This design comes from an exercise in tuning for small area, a short achievable clock period and few clock cycles per item on the open sky130 flow, not from production work. In this exercise RTL edits were held to simulation tests only and were not proved equivalent to the original. Power and IR drop assume default switching activity.

==> flow/design.v (outline; a module is shown in full before it is edited, if it fits) <==
// module mmult: 1809 lines
// module fa: 4 lines
// module mul3: 3 lines
// module sel2: 3 lines
// module sel3: 3 lines
module mmult(
  input  clk,                  
  input  reset_n,              
  input  enable,               
  input  [0:9*8-1] A_mat,      
  input  [0:9*8-1] B_mat,      
  output valid,                
  output reg [0:9*17-1] C_mat  
);
  // ...
==> flow/flow/run.sh <==
#!/bin/bash
# The standard layout, with the smallest buffer on each port, a clock tree
# without dummy loads, and timing repair that aims for 65 ns of setup slack
# (a period near 25 ns) instead of stopping at any positive slack.
set -euo pipefail
bash standard.sh BUFFER_PORTS_ARGS="-buffer_cell sky130_fd_sc_hd__buf_1" \
  CTS_ARGS="-sink_clustering_enable -repair_clock_nets -dont_use_dummy_load -buf_list sky130_fd_sc_hd__clkbuf_8" \
  SETUP_SLACK_MARGIN=65 \
  finish > standard.log 2>&1
==> flow/standard.sh <==
#!/bin/bash
# synth_recipe.tcl (not shown) runs the flow's synth.tcl, then flattens the netlist and writes it again
# the make line also repeats each setting of config.mk as NAME=value (left out here)
make -C /OpenROAD-flow-scripts/flow DESIGN_CONFIG=/design/flow/config.mk WORK_HOME=/design/flow/orfs CLKGATE_MAP_FILE= SYNTH_SCRIPT=/design/flow/synth_recipe.tcl "${@:-finish}"
==> flow/config.mk <==
export PLATFORM = sky130hd
export DESIGN_NAME = mmult
export DESIGN_NICKNAME = mmult
export VERILOG_FILES = /design/flow/design.v
export SDC_FILE = /design/flow/constraint.sdc
export NUM_CORES = 4
export LEC_CHECK = 0
export CAP_MARGIN = 5
export CORE_MARGIN = 2
export CORE_UTILIZATION = 55
export PLACE_DENSITY = 0.7
export SLEW_MARGIN = 5
export SYNTH_HIERARCHICAL = 1
export SYNTH_MINIMUM_KEEP_SIZE = 0
==> flow/constraint.sdc <==
create_clock -name core_clock -period 90.0 [get_ports {clk}]
set_input_delay 18.0000 -clock core_clock [delete_from_list [all_inputs] [get_ports {clk}]]
set_output_delay 18.0000 -clock core_clock [all_outputs]
set_load 0.01 [all_outputs]
==> results.json, run 1 <==
{
  "status": "timing/DRC/antenna clean",
  "die_w_um": 183,
  "clockPowerShare": 0.311,
  "top_register": "C_mat",
  "grt_max_degree": 52,
  "port-buffer-count": 300,
  "r2r_setup_slack_ns": 82.25,
  "seq_area_frac_synth": 0.265,
  "crit_required_ns": 90.16,
  "seq_power_mw": 0.0784,
  "highest_layer": "met4",
  "layout_setup_ws_ns": 65.31,
  "cts_buffer_depth": 2,
  "p_switching_mw": 0.0341,
  "numCtsBuffers": 17,
  "ys_types": 51,
  "place_area_um2": 19500,
  "met2_length_um": 25200,
  "worst_path_most_repeated_cell": "fa_1",
  "seq_power_share": 0.595,
  "netlist.top_cell.by_area": "fa_1",
  "r2r_cells": 19,
  "final_util": 0.630,
  "whs_endpoint": "row[0]",
  "met1_usage": 0.449,
  "grt_pass1_vias": 15600,
  "dp.cells": 2058,
  "drt_iter0_markers": 4686,
  "num_io_pins": 301,
  "seq_area_um2": 4670,
  "rsz0062_at_grt": "no",
  "area_share_nonclk_buffers": 0.0732,
  "path_delay_family": "adder cells",
  "fin_nets": 2173,
  "clkbuf_count": 17,
  "synth_simple_gate_area_frac": 0.0736,
  "grt.busiest_layer": "met2",
  "met1_length_um": 19900,
  "postCtsResizedCells": 2,
  "num-multi-input-gates": 1071,
  "die_h_um": 183,
  "r2r-end": "C_mat[119]",
  "crit_buf_inv": 2
}
Testbench counts, summed over its fixed seeds: cycles 1,600, mults 320.
==> inputs of run 2 (changes only) <==
--- a/flow/design.v
+++ b/flow/design.v
@@ -379,17 +379,17 @@
 fa u36 (.a(t0_c25), .b(t0_s31), .c(t0_s32), .s(t0_s36), .co(t0_c36));
 wire t0_s37, t0_c37;
 fa u37 (.a(t0_s33), .b(t0_s34), .c(t0_c26), .s(t0_s37), .co(t0_c37));
 wire t0_s38, t0_c38;
 fa u38 (.a(t0_c27), .b(t0_s35), .c(t0_s36), .s(t0_s38), .co(t0_c38));
 wire t0_s39, t0_c39;
 fa u39 (.a(t0_c28), .b(t0_s37), .c(t0_s38), .s(t0_s39), .co(t0_c39));
 wire t0_s40, t0_c40;
-fa u40 (.a(t0_c29), .b(t0_s39), .c(t0_c30), .s(t0_s40), .co(t0_c40));
+fa u40 (.a(t0_c29), .b(t0_s39), .c(1'b1), .s(t0_s40), .co(t0_c40));
 wire t0_s41, t0_c41;
 fa u41 (.a(n0_0_0_8), .b(n0_0_1_6), .c(n0_0_2_4), .s(t0_s41), .co(t0_c41));
 wire t0_s42, t0_c42;
 fa u42 (.a(n0_0_3_2), .b(n0_1_0_8), .c(n0_1_1_6), .s(t0_s42), .co(t0_c42));
 wire t0_s43, t0_c43;
 fa u43 (.a(n0_1_2_4), .b(n0_1_3_2), .c(n0_2_0_8), .s(t0_s43), .co(t0_c43));
 wire t0_s44, t0_c44;
 fa u44 (.a(n0_2_1_6), .b(n0_2_2_4), .c(n0_2_3_2), .s(t0_s44), .co(t0_c44));
@@ -486,36 +486,36 @@
 wire t0_s90, t0_c90;
 fa u90 (.a(t0_c84), .b(t0_c85), .c(t0_s89), .s(t0_s90), .co(t0_c90));
 wire t0_s91, t0_c91;
 fa u91 (.a(t0_c86), .b(t0_s90), .c(t0_c87), .s(t0_s91), .co(t0_c91));
 wire t0_s92, t0_c92;
 fa u92 (.a(n0_0_3_9), .b(n0_1_3_9), .c(n0_2_3_9), .s(t0_s92), .co(t0_c92));
 wire t0_s93, t0_c93;
 fa u93 (.a(t0_c89), .b(t0_s92), .c(t0_c90), .s(t0_s93), .co(t0_c93));
-wire [16:0] x0 = {t0_c92, t0_s93, t0_s91, t0_s88, t0_s83, t0_s77, t0_s69, t0_c50, t0_s50, t0_s40, t0_s30, t0_s21, t0_s14, t0_s8, t0_s4, t0_c0, t0_s0};
-wire [16:0] y0 = {t0_c93, t0_c91, t0_c88, t0_c83, t0_c77, t0_c69, 1'b1, t0_s60, t0_c40, 1'b1, 1'b1, 1'b1, 1'b1, 1'b1, 1'b1, t0_s1, 1'b1};
+wire [16:0] x0 = {t0_c92, t0_s93, t0_s91, t0_s88, t0_s83, t0_s77, t0_s69, t0_c50, t0_c40, t0_s40, t0_s30, t0_s21, t0_s14, t0_s8, t0_s4, t0_c0, t0_s0};
+wire [16:0] y0 = {t0_c93, t0_c91, t0_c88, t0_c83, t0_c77, t0_c69, 1'b1, t0_s60, t0_s50, t0_c30, 1'b1, 1'b1, 1'b1, 1'b1, 1'b1, t0_s1, 1'b1};
 wire p0_0 = t0_s0 ^ 1'b1;
 wire g0_0 = ~(t0_s0 | 1'b1);
 wire p0_1 = t0_c0 ^ t0_s1;
 wire g0_1 = ~(t0_c0 | t0_s1);
 wire p0_2 = t0_s4 ^ 1'b1;
 wire g0_2 = ~(t0_s4 | 1'b1);
 wire p0_3 = t0_s8 ^ 1'b1;
 wire g0_3 = ~(t0_s8 | 1'b1);
 wire p0_4 = t0_s14 ^ 1'b1;
 wire g0_4 = ~(t0_s14 | 1'b1);
 wire p0_5 = t0_s21 ^ 1'b1;
 wire g0_5 = ~(t0_s21 | 1'b1);
 wire p0_6 = t0_s30 ^ 1'b1;
 wire g0_6 = ~(t0_s30 | 1'b1);
-wire p0_7 = t0_s40 ^ 1'b1;
-wire g0_7 = ~(t0_s40 | 1'b1);
-wire p0_8 = t0_s50 ^ t0_c40;
-wire g0_8 = ~(t0_s50 | t0_c40);
+wire p0_7 = t0_s40 ^ t0_c30;
+wire g0_7 = ~(t0_s40 | t0_c30);
+wire p0_8 = t0_c40 ^ t0_s50;
+wire g0_8 = ~(t0_c40 | t0_s50);
 wire p0_9 = t0_c50 ^ t0_s60;
 wire g0_9 = ~(t0_c50 | t0_s60);
 wire p0_10 = t0_s69 ^ 1'b1;
 wire g0_10 = ~(t0_s69 | 1'b1);
 wire p0_11 = t0_s77 ^ t0_c69;
 wire g0_11 = ~(t0_s77 | t0_c69);
 wire p0_12 = t0_s83 ^ t0_c77;
 wire g0_12 = ~(t0_s83 | t0_c77);
@@ -966,17 +966,17 @@
 fa u130 (.a(t1_c119), .b(t1_s125), .c(t1_s126), .s(t1_s130), .co(t1_c130));
 wire t1_s131, t1_c131;
 fa u131 (.a(t1_s127), .b(t1_s128), .c(t1_c120), .s(t1_s131), .co(t1_c131));
 wire t1_s132, t1_c132;
 fa u132 (.a(t1_c121), .b(t1_s129), .c(t1_s130), .s(t1_s132), .co(t1_c132));
 wire t1_s133, t1_c133;
 fa u133 (.a(t1_c122), .b(t1_s131), .c(t1_s132), .s(t1_s133), .co(t1_c133));
 wire t1_s134, t1_c134;
-fa u134 (.a(t1_c123), .b(t1_s133), .c(t1_c124), .s(t1_s134), .co(t1_c134));
+fa u134 (.a(t1_c123), .b(t1_s133), .c(1'b1), .s(t1_s134), .co(t1_c134));
 wire t1_s135, t1_c135;
 fa u135 (.a(n1_0_0_8), .b(n1_0_1_6), .c(n1_0_2_4), .s(t1_s135), .co(t1_c135));
 wire t1_s136, t1_c136;
 fa u136 (.a(n1_0_3_2), .b(n1_1_0_8), .c(n1_1_1_6), .s(t1_s136), .co(t1_c136));
 wire t1_s137, t1_c137;
 fa u137 (.a(n1_1_2_4), .b(n1_1_3_2), .c(n1_2_0_8), .s(t1_s137), .co(t1_c137));
 wire t1_s138, t1_c138;
 fa u138 (.a(n1_2_1_6), .b(n1_2_2_4), .c(n1_2_3_2), .s(t1_s138), .co(t1_c138));
@@ -1073,36 +1073,36 @@
 wire t1_s184, t1_c184;
 fa u184 (.a(t1_c178), .b(t1_c179), .c(t1_s183), .s(t1_s184), .co(t1_c184));
 wire t1_s185, t1_c185;
 fa u185 (.a(t1_c180), .b(t1_s184), .c(t1_c181), .s(t1_s185), .co(t1_c185));
 wire t1_s186, t1_c186;
 fa u186 (.a(n1_0_3_9), .b(n1_1_3_9), .c(n1_2_3_9), .s(t1_s186), .co(t1_c186));
 wire t1_s187, t1_c187;
 fa u187 (.a(t1_c183), .b(t1_s186), .c(t1_c184), .s(t1_s187), .co(t1_c187));
-wire [16:0] x1 = {t1_c186, t1_s187, t1_s185, t1_s182, t1_s177, t1_s171, t1_s163, t1_c144, t1_s144, t1_s134, t1_s124, t1_s115, t1_s108, t1_s102, t1_s98, t1_c94, t1_s94};
-wire [16:0] y1 = {t1_c187, t1_c185, t1_c182, t1_c177, t1_c171, t1_c163, 1'b1, t1_s154, t1_c134, 1'b1, 1'b1, 1'b1, 1'b1, 1'b1, 1'b1, t1_s95, 1'b1};
+wire [16:0] x1 = {t1_c186, t1_s187, t1_s185, t1_s182, t1_s177, t1_s171, t1_s163, t1_c144, t1_c134, t1_s134, t1_s124, t1_s115, t1_s108, t1_s102, t1_s98, t1_c94, t1_s94};
+wire [16:0] y1 = {t1_c187, t1_c185, t1_c182, t1_c177, t1_c171, t1_c163, 1'b1, t1_s154, t1_s144, t1_c124, 1'b1, 1'b1, 1'b1, 1'b1, 1'b1, t1_s95, 1'b1};
 wire p1_0 = t1_s94 ^ 1'b1;
 wire g1_0 = ~(t1_s94 | 1'b1);
 wire p1_1 = t1_c94 ^ t1_s95;
 wire g1_1 = ~(t1_c94 | t1_s95);
 wire p1_2 = t1_s98 ^ 1'b1;
 wire g1_2 = ~(t1_s98 | 1'b1);
 wire p1_3 = t1_s102 ^ 1'b1;
 wire g1_3 = ~(t1_s102 | 1'b1);
 wire p1_4 = t1_s108 ^ 1'b1;
 wire g1_4 = ~(t1_s108 | 1'b1);
 wire p1_5 = t1_s115 ^ 1'b1;
 wire g1_5 = ~(t1_s115 | 1'b1);
 wire p1_6 = t1_s124 ^ 1'b1;
 wire g1_6 = ~(t1_s124 | 1'b1);
-wire p1_7 = t1_s134 ^ 1'b1;
-wire g1_7 = ~(t1_s134 | 1'b1);
-wire p1_8 = t1_s144 ^ t1_c134;
-wire g1_8 = ~(t1_s144 | t1_c134);
+wire p1_7 = t1_s134 ^ t1_c124;
+wire g1_7 = ~(t1_s134 | t1_c124);
+wire p1_8 = t1_c134 ^ t1_s144;
+wire g1_8 = ~(t1_c134 | t1_s144);
 wire p1_9 = t1_c144 ^ t1_s154;
 wire g1_9 = ~(t1_c144 | t1_s154);
 wire p1_10 = t1_s163 ^ 1'b1;
 wire g1_10 = ~(t1_s163 | 1'b1);
 wire p1_11 = t1_s171 ^ t1_c163;
 wire g1_11 = ~(t1_s171 | t1_c163);
 wire p1_12 = t1_s177 ^ t1_c171;
 wire g1_12 = ~(t1_s177 | t1_c171);
@@ -1553,17 +1553,17 @@
 fa u224 (.a(t2_c213), .b(t2_s219), .c(t2_s220), .s(t2_s224), .co(t2_c224));
 wire t2_s225, t2_c225;
 fa u225 (.a(t2_s221), .b(t2_s222), .c(t2_c214), .s(t2_s225), .co(t2_c225));
 wire t2_s226, t2_c226;
 fa u226 (.a(t2_c215), .b(t2_s223), .c(t2_s224), .s(t2_s226), .co(t2_c226));
 wire t2_s227, t2_c227;
 fa u227 (.a(t2_c216), .b(t2_s225), .c(t2_s226), .s(t2_s227), .co(t2_c227));
 wire t2_s228, t2_c228;
-fa u228 (.a(t2_c217), .b(t2_s227), .c(t2_c218), .s(t2_s228), .co(t2_c228));
+fa u228 (.a(t2_c217), .b(t2_s227), .c(1'b1), .s(t2_s228), .co(t2_c228));
 wire t2_s229, t2_c229;
 fa u229 (.a(n2_0_0_8), .b(n2_0_1_6), .c(n2_0_2_4), .s(t2_s229), .co(t2_c229));
 wire t2_s230, t2_c230;
 fa u230 (.a(n2_0_3_2), .b(n2_1_0_8), .c(n2_1_1_6), .s(t2_s230), .co(t2_c230));
 wire t2_s231, t2_c231;
 fa u231 (.a(n2_1_2_4), .b(n2_1_3_2), .c(n2_2_0_8), .s(t2_s231), .co(t2_c231));
 wire t2_s232, t2_c232;
 fa u232 (.a(n2_2_1_6), .b(n2_2_2_4), .c(n2_2_3_2), .s(t2_s232), .co(t2_c232));
@@ -1660,36 +1660,36 @@
 wire t2_s278, t2_c278;
 fa u278 (.a(t2_c272), .b(t2_c273), .c(t2_s277), .s(t2_s278), .co(t2_c278));
 wire t2_s279, t2_c279;
 fa u279 (.a(t2_c274), .b(t2_s278), .c(t2_c275), .s(t2_s279), .co(t2_c279));
 wire t2_s280, t2_c280;
 fa u280 (.a(n2_0_3_9), .b(n2_1_3_9), .c(n2_2_3_9), .s(t2_s280), .co(t2_c280));
 wire t2_s281, t2_c281;
 fa u281 (.a(t2_c277), .b(t2_s280), .c(t2_c278), .s(t2_s281), .co(t2_c281));
-wire [16:0] x2 = {t2_c280, t2_s281, t2_s279, t2_s276, t2_s271, t2_s265, t2_s257, t2_c238, t2_s238, t2_s228, t2_s218, t2_s209, t2_s202, t2_s196, t2_s192, t2_c188, t2_s188};
-wire [16:0] y2 = {t2_c281, t2_c279, t2_c276, t2_c271, t2_c265, t2_c257, 1'b1, t2_s248, t2_c228, 1'b1, 1'b1, 1'b1, 1'b1, 1'b1, 1'b1, t2_s189, 1'b1};
+wire [16:0] x2 = {t2_c280, t2_s281, t2_s279, t2_s276, t2_s271, t2_s265, t2_s257, t2_c238, t2_c228, t2_s228, t2_s218, t2_s209, t2_s202, t2_s196, t2_s192, t2_c188, t2_s188};
+wire [16:0] y2 = {t2_c281, t2_c279, t2_c276, t2_c271, t2_c265, t2_c257, 1'b1, t2_s248, t2_s238, t2_c218, 1'b1, 1'b1, 1'b1, 1'b1, 1'b1, t2_s189, 1'b1};
 wire p2_0 = t2_s188 ^ 1'b1;
 wire g2_0 = ~(t2_s188 | 1'b1);
 wire p2_1 = t2_c188 ^ t2_s189;
 wire g2_1 = ~(t2_c188 | t2_s189);
 wire p2_2 = t2_s192 ^ 1'b1;
 wire g2_2 = ~(t2_s192 | 1'b1);
 wire p2_3 = t2_s196 ^ 1'b1;
 wire g2_3 = ~(t2_s196 | 1'b1);
 wire p2_4 = t2_s202 ^ 1'b1;
 wire g2_4 = ~(t2_s202 | 1'b1);
 wire p2_5 = t2_s209 ^ 1'b1;
 wire g2_5 = ~(t2_s209 | 1'b1);
 wire p2_6 = t2_s218 ^ 1'b1;
 wire g2_6 = ~(t2_s218 | 1'b1);
-wire p2_7 = t2_s228 ^ 1'b1;
-wire g2_7 = ~(t2_s228 | 1'b1);
-wire p2_8 = t2_s238 ^ t2_c228;
-wire g2_8 = ~(t2_s238 | t2_c228);
+wire p2_7 = t2_s228 ^ t2_c218;
+wire g2_7 = ~(t2_s228 | t2_c218);
+wire p2_8 = t2_c228 ^ t2_s238;
+wire g2_8 = ~(t2_c228 | t2_s238);
 wire p2_9 = t2_c238 ^ t2_s248;
 wire g2_9 = ~(t2_c238 | t2_s248);
 wire p2_10 = t2_s257 ^ 1'b1;
 wire g2_10 = ~(t2_s257 | 1'b1);
 wire p2_11 = t2_s265 ^ t2_c257;
 wire g2_11 = ~(t2_s265 | t2_c257);
 wire p2_12 = t2_s271 ^ t2_c265;
 wire g2_12 = ~(t2_s271 | t2_c265);
==> flow/flow/run.sh (replaced) <==
#!/bin/bash
# The standard layout, with the smallest buffer on each port, a clock tree
# without dummy loads, and timing repair that aims for 65.5 ns of setup slack
# (a period near 24.5 ns) instead of stopping at any positive slack.
set -euo pipefail
bash standard.sh BUFFER_PORTS_ARGS="-buffer_cell sky130_fd_sc_hd__buf_1" \
  CTS_ARGS="-sink_clustering_enable -repair_clock_nets -dont_use_dummy_load -buf_list sky130_fd_sc_hd__clkbuf_8" \
  SETUP_SLACK_MARGIN=65.5 \
  finish > standard.log 2>&1
==> flow/config.mk (replaced) <==
export PLATFORM = sky130hd
export DESIGN_NAME = mmult
export DESIGN_NICKNAME = mmult
export VERILOG_FILES = /design/flow/design.v
export SDC_FILE = /design/flow/constraint.sdc
export NUM_CORES = 4
export LEC_CHECK = 0
export CAP_MARGIN = 5
export CORE_MARGIN = 2
export CORE_UTILIZATION = 35
export PLACE_DENSITY = 0.45
export SLEW_MARGIN = 5
export SYNTH_HIERARCHICAL = 1
export SYNTH_MINIMUM_KEEP_SIZE = 0
==> results.json, run 2 <==
{
  "crit_required_ns": 90.31,
  "timing.max_slew.rel_slack": 0.199,
  "drt_pass1_iterations": 11,
  "fillers": 4934,
  "worstPathArrival_ns": 24.70,
  "area_growth_pct": 21.1,
  "synth_edf_count": 153,
  "numCtsBuffers": 17,
  "fmaxAchievable_ghz": 0.0410,
  "powerDensity_nw_per_um2": 5.97,
  "seq_area_frac_synth": 0.256,
  "htreeDepth": 4,
  "crit_buf_inv": 5,
  "path_delay_family": "adder cells",
  "drc": 0,
  "max_stage_delay_ns": 0.54,
  "synthesis.instances": 1425,
  "grt_pass1_wl_um": 108000,
  "clkLatencyLatePin_ns": 0.53,
  "top_regs": "C_mat x153, row x3",
  "ctsHoldBuffers": 0,
  "core_um2": 51400,
  "top_register": "C_mat",
  "cp_max_fo": 14,
  "synthTopCellsByArea": "fa_1, edfxtp_1, a222oi_1",
  "hold_viol_final": 0,
  "cts_buffer_depth": 2,
  "die_h_um": 232,
  "final_cell_mix": "buf_1, a222oi_1, fa_1",
  "endpoint_kind": "flip-flop",
  "syn_area_um2": 18200,
  "netlist.top_cell.by_area": "fa_1",
  "finClkSkew_ns": 0.0174,
  "synth_warnings": 7,
  "synth_top_cell_area_share": 0.313,
  "die_area_um2": 53900,
  "root_buffer": "clkbuf_8",
  "wl_per_cell_um": 29.6,
  "die_w_um": 232,
  "dp.cells": 2405,
  "grt_pass1_vias": 16800,
  "drv_slew": 0,
  "setup_violations": 0,
  "gp_congestion": 0.885,
  "setup_tns_ns": 0,
  "largest_reg_flops": 153,
  "post-dp-hpwl_um": 50300,
  "path_cells": "buf_1 > a222oi_1 > inv_2 > buf_12 > ha_2 > nor3b_1 > a31oi_1 > o21ai_0 > a311o_2 > buf_4 > a222oi_1 > fa_1 > fa_2 > fa_1 > fa_1 > fa_1 > inv_1 > ha_4 > nor4b_2 > a211oi_2 > o31ai_1 > xor2_1",
  "post-synth-top-count-cell": "fa_1",
  "ys_types": 69,
  "ant_nets": 0,
  "period_share": 0.271,
  "rsz0062_at_grt": "yes",
  "ir_drop_mv": 0.00584,
  "period_needed_ns": 24.39,
  "gr-total-overflow": 0,
  "drv_cap": 0,
  "fin_nets": 2328,
  "hold_class": "flip-flop to flip-flop",
  "grt_max_degree": 38,
  "netlist_top_cells_count": "fa_1, a222oi_1, edfxtp_1",
  "path_class": "primary input to flip-flop",
  "cts_sinks": 156,
  "grt.total_usage": 0.273,
  "critPathLaunchType": "primary input",
  "fp-row-count": 83,
  "final_common_cell": "buf_1",
  "drive_above_1_share": 0.169,
  "final_util": 0.429,
  "worst_pin_slew_ns": 1.19,
  "ys_seq_elements": 156,
  "syn_avg_cell_area_um2": 12.8,
  "worst_path_most_repeated_cell": "fa_1",
  "num_io_pins": 301,
  "wl_um": 74500,
  "viasPerCell": 6.46,
  "p_leak_nw": 5.51,
  "slowest_stage": "fa_1",
  "path_clk_slew_ns": 0.08,
  "cts_tree": "yes",
  "synth-async-reset-ratio": 0.0192,
  "port-buffer-count": 300,
  "vias": 16300,
  "start_util": 0.355,
  "ys.flop_type": "edfxtp_1",
  "status": "timing/DRC/antenna clean",
  "layout.cells.non_filler": 2519,
  "drt_iter0_markers": 3393,
  "antenna_found_initial": 2
}
-- run 2: changes by cell type in the layout (fill, tap and decap cells not counted), sizes merged, moves of 4 or more --
cell / previous run / this run
a21oi: 29 / 36
nand3: 11 / 15
o21ai: 10 / 15
mux2: 2 / 6
o21a: 0 / 5
clkinvlp: 6 / 12
nor2: 18 / 22
inv: 90 / 104
o211a: 0 / 4
buf: 344 / 397
nor2b: 74 / 78
nor3: 8 / 4
-- run 2: cell families (layout without fill, tap and decap cells) --
family,Yosys count,count (layout),share of synthesized area
xor+xnor,50,51,0.0240
mux,8,8,0.00480
flops,156,156,0.256
fa+ha+maj,342,342,0.352
simple gates,268,268,0.0861
other cells,1,5,0.000206
compound gates,472,473,0.250
buf+inv,128,536,0.0270
-- run 2: final timing paths --
kind,end,depth (start not counted),startpoint,slack (ns)
min in group asynchronous,row[2],1,reset_n,17.27
setup reg to reg,C_mat[121],20,row[1],82.30
setup / recovery,C_mat[121],22,A_mat[9],65.61
hold reg to reg,row[0],1,row[0],0.73
max in group asynchronous,row[0],1,reset_n,72.50
hold / removal,row[0],1,row[0],0.73
-- run 2: report_power, final --
group	internal, mW	switching, mW
clock	0.0165	0.0237
combinational	0.00288	0.0102
sequential	0.0785	0
total	0.0979	0.0339
-- run 2: area by class of cell --
class                      count  area, µm²  share of cell area
multi-input combinational   1145      13700               0.622
sequential                   156       4670               0.212
timing repair buffer         398       2010              0.0913
tap                          680        851              0.0386
inverter                     108        500              0.0227
clock buffer                  17        234              0.0106
timing repair inverter        13       72.6             0.00329
antenna                        2       5.00            0.000227
-- run 2: what timing repair did --
action,in CTS,in global routing
cloned,14,2
gates resized for setup,57,75
pin swaps,28,52
buffers inserted,56,23
endpoints found under the setup margin,81,56
-- run 2: modules after synthesis (local to each module, per instance) --
module	copies in the design	flops+latches
sel3	252	0
mmult	1	156
fa	282	0
mul3	3	0
sel2	72	0
-- run 2: stage by stage --
stage / setup slack (ns) / hold WS, ns / area, µm² / total power, mW
after floorplan: 65.50 / 0.751 / 18300 / 0.0864
after global placement: 63.98 / 0.696 / 20300 / 0.0925
after detailed placement: 63.85 / 0.717 / 20300 / 0.0925
after CTS: 65.51 / 0.728 / 21500 / 0.134
after global routing: 65.46 / 0.749 / 22100 / 0.137
final: 65.61 / 0.730 / 22100 / 0.132
-- run 2: worst register-to-register path: stages, from the launching register on --
cell      delay, ns
dfrtp_1        0.94
a222oi_1       0.21
buf_4          0.21
inv_2          0.31
ha_1           0.32
inv_1          0.26
a21oi_4        0.06
a311o_2        0.50
buf_4          0.18
a222oi_1       0.39
fa_1           0.54
fa_2           0.38
fa_1           0.51
fa_1           0.43
fa_1           0.49
inv_1          0.06
ha_4           0.27
nor4b_2        0.43
a211oi_2       0.20
o31ai_1        0.39
xor2_1         0.39
-- run 2: per-layer routing --
metal	vias to the layer above	wire, µm	GRT usage
li1	6753	-	-
met1	8258	28900	0.357
met2	1074	34000	0.426
met3	176	8790	0.0763
met4	0	2790	0.115
met5	-	0	0
Testbench counts of run 2, summed over its fixed seeds: cycles 1,600, mults 320.

==> port drivers added, routing unchanged <==
How much do the figures lean on ideal ports? The routed layouts below were timed once more, with nothing changed but the port constraints.
Step 1 (the two cells are an assumption about what drives the block):
set clk [get_ports {clk}]
set_driving_cell -lib_cell sky130_fd_sc_hd__clkbuf_16 $clk
set_driving_cell -lib_cell sky130_fd_sc_hd__buf_2 [delete_from_list [all_inputs] $clk]
Step 2 times the ports against the registers' clock, not the clock port: input delays grow and output delays shrink by t, the midpoint of the rising clock arrivals with the driver on.
Three values: ideal, step 1, step 2; two values: the first two.
run	t (ns)	setup WS [ns]	clock arrival spread, ns	slew at the worst register clock pin (ns)	pins driven straight from the clock port
run 1	0.520	65.313 / 65.347 / 64.827	0.043 / 0.043	0.11 / 0.11	1
run 2	0.576	65.609 / 65.640 / 65.065	0.029 / 0.029	0.08 / 0.08	1
After both steps every run listed still meets setup and hold. For run 2, which loses most, drivers alone change the setup slack by +0.031 ns; drivers and shift together by -0.544 ns.
